Background: an optimization exercise with open tools, aiming at small area, a short achievable clock period and few clock cycles. Do not read the settings as production practice.
Only simulation tests tie the RTL to the original design; equivalence was not proved.

willow:
// PSE
module PSE ( clk,
			reset,
			Xin,
			Yin,
			point_num,
			valid,
			Xout,
			Yout);
For scale: roughly 1500 cells after synthesis, ~160 flip-flops, about 46 I/O pins.
clock: 11.0 ns
lec_check: 0
cap_margin: 20
core_margin: 2
core_utilization: 40
cts_buf_list: sky130_fd_sc_hd__clkbuf_4 sky130_fd_sc_hd__clkbuf_8
setup_slack_margin: 4.0
slew_margin: 20
run.sh (not shown) runs the stock make flow with config.mk's settings and CLKGATE_MAP_FILE= SYNTH_SCRIPT=/design/flow/synth_recipe.tcl, a recipe that flattens the netlist after the stock synthesis.
Testbench counts of willow, summed over its fixed seeds: cycles 22,671.
What indigo does differently from willow at the input level:
diff --git a/flow/config.mk b/flow/config.mk
--- a/flow/config.mk
+++ b/flow/config.mk
@@ -8 +8 @@
-export CAP_MARGIN = 20
+export CAP_MARGIN = 0
@@ -11 +10,0 @@
-export CTS_BUF_LIST = sky130_fd_sc_hd__clkbuf_4 sky130_fd_sc_hd__clkbuf_8
@@ -13 +12 @@
-export SLEW_MARGIN = 20
+export SLEW_MARGIN = 0
Results
indigo ends up with a clock latency at the later pin of the worst-skew pair that is 0.04 ns lower than in willow.
Changes observed in indigo relative to willow: post-route worst hold slack went down by 0.026 ns; final critical-path share of the clock period went down by 0.28 points; synthesized cell count was more or less identical.
From willow to indigo the numbers moved as follows: logic depth of the worst path, buffers included higher, count of fill cells added during filler insertion roughly the same.

========
run A:
PSE, a different RTL version from the one above (not shown whole).
Size: ~1500 cells after synthesis, about 46 I/O pins.
clock: 11.0 ns
lec_check: 0
cap_margin: 20
core_margin: 2
core_utilization: 40
setup_slack_margin: 3.5
slew_margin: 20
Testbench counts of run A, summed over its fixed seeds: cycles 22,671.
> inputs changed (run A -> run B)
diff --git a/flow/config.mk b/flow/config.mk
--- a/flow/config.mk
+++ b/flow/config.mk
@@ -7,0 +8 @@
+export ABC_CLOCK_PERIOD_IN_PS = 4000
@@ -11 +12 @@
-export SETUP_SLACK_MARGIN = 3.5
+export SETUP_SLACK_MARGIN = 4.5
Notes after the runs:
Run B went all the way through the flow, and no timing, DRC or antenna check failed.
Relative to run A, global-route wire length before repair has gone up in run B.
Summary of run B over run A: setup slack increased 0.71 ns, sum of routed wire length over all layers increased about 6.6%, first-iteration DRC count increased 5.2%.
The following lists how run C was set up differently from run B:
diff --git a/flow/config.mk b/flow/config.mk
--- a/flow/config.mk
+++ b/flow/config.mk
@@ -8 +8 @@
-export ABC_CLOCK_PERIOD_IN_PS = 4000
+export ABC_CLOCK_PERIOD_IN_PS = 5500
@@ -11 +11 @@
-export CORE_UTILIZATION = 40
+export CORE_UTILIZATION = 55
==> notes.md <==
As of run C, cell count had fallen by a few percent compared to run B.
Relative to run B, detailed-routing iteration count for the pre-antenna-repair pass decreased by 1 in run C.
Utilization: run C vs run B up 18 points
From run B to run C the numbers moved as follows: number of non-clock buffers in the layout lost 3, layout overhead on the synthesized area now smaller.
The following lists how run D was set up differently from run C:
diff --git a/flow/config.mk b/flow/config.mk
--- a/flow/config.mk
+++ b/flow/config.mk
@@ -8 +8 @@
-export ABC_CLOCK_PERIOD_IN_PS = 5500
+export ABC_CLOCK_PERIOD_IN_PS = 5000
@@ -11,2 +11,2 @@
-export CORE_UTILIZATION = 55
-export SETUP_SLACK_MARGIN = 4.5
+export CORE_UTILIZATION = 40
+export SETUP_SLACK_MARGIN = 5
Notes after the runs:
- Setup slack of the critical path after layout (higher): run D
- ys[0] as the start point of the critical path was reported by run C, and xs[1] by run D.
- Status: clock-pin slew on the worst setup and hold paths parity (run C, run D)
- Number of tap instances on run D is up relative to run C.
- Looking at clock period minus final worst setup slack across run D and run C, the one that comes out higher is run C.
- First-pass GRT wire length is higher on run C
- Run D improves on run C in half-perimeter wire length of the detailed placement result.
- Relative to run C, the cell area of run D is higher by 0.59%.

## port drivers added, routing unchanged
The results above use ideal ports. As a check the final layouts listed here were re-extracted and re-timed, cells and wires unchanged. Step 1 (the two cells are an assumption about what drives the block):
set clk [get_ports {clk}]
set_driving_cell -lib_cell sky130_fd_sc_hd__clkbuf_16 $clk
set_driving_cell -lib_cell sky130_fd_sc_hd__buf_2 [delete_from_list [all_inputs] $clk]
Step 2 times the ports against the registers' clock, not the clock port: input delays grow and output delays shrink by t, the midpoint of the rising clock arrivals with the driver on. a / b / c = ideal ports / drivers / drivers and shift; a / b = the first two.
run | t (ns) | setup WS [ns] | hold slack, ns | latest minus earliest clock arrival (ns) | worst data-port slew with drivers (ns)
willow | 0.528 | 4.183 / 4.183 / 4.183 | 0.623 / 0.623 / 0.623 | 0.014 / 0.014 | 0.04
indigo | 0.490 | 4.213 / 4.213 / 4.213 | 0.597 / 0.597 / 0.597 | 0.009 / 0.010 | 0.04
run A | 0.476 | 3.666 / 3.666 / 3.666 | 0.630 / 0.630 / 0.630 | 0.015 / 0.015 | 0.05
run B | 0.467 | 4.377 / 4.377 / 4.377 | 0.610 / 0.610 / 0.610 | 0.011 / 0.011 | 0.04
run C | 0.466 | 4.341 / 4.341 / 4.341 | 0.609 / 0.609 / 0.609 | 0.011 / 0.011 | 0.03
run D | 0.488 | 4.414 / 4.414 / 4.414 | 0.618 / 0.618 / 0.618 | 0.010 / 0.011 | 0.06
After both steps setup and hold are still met in every run listed.
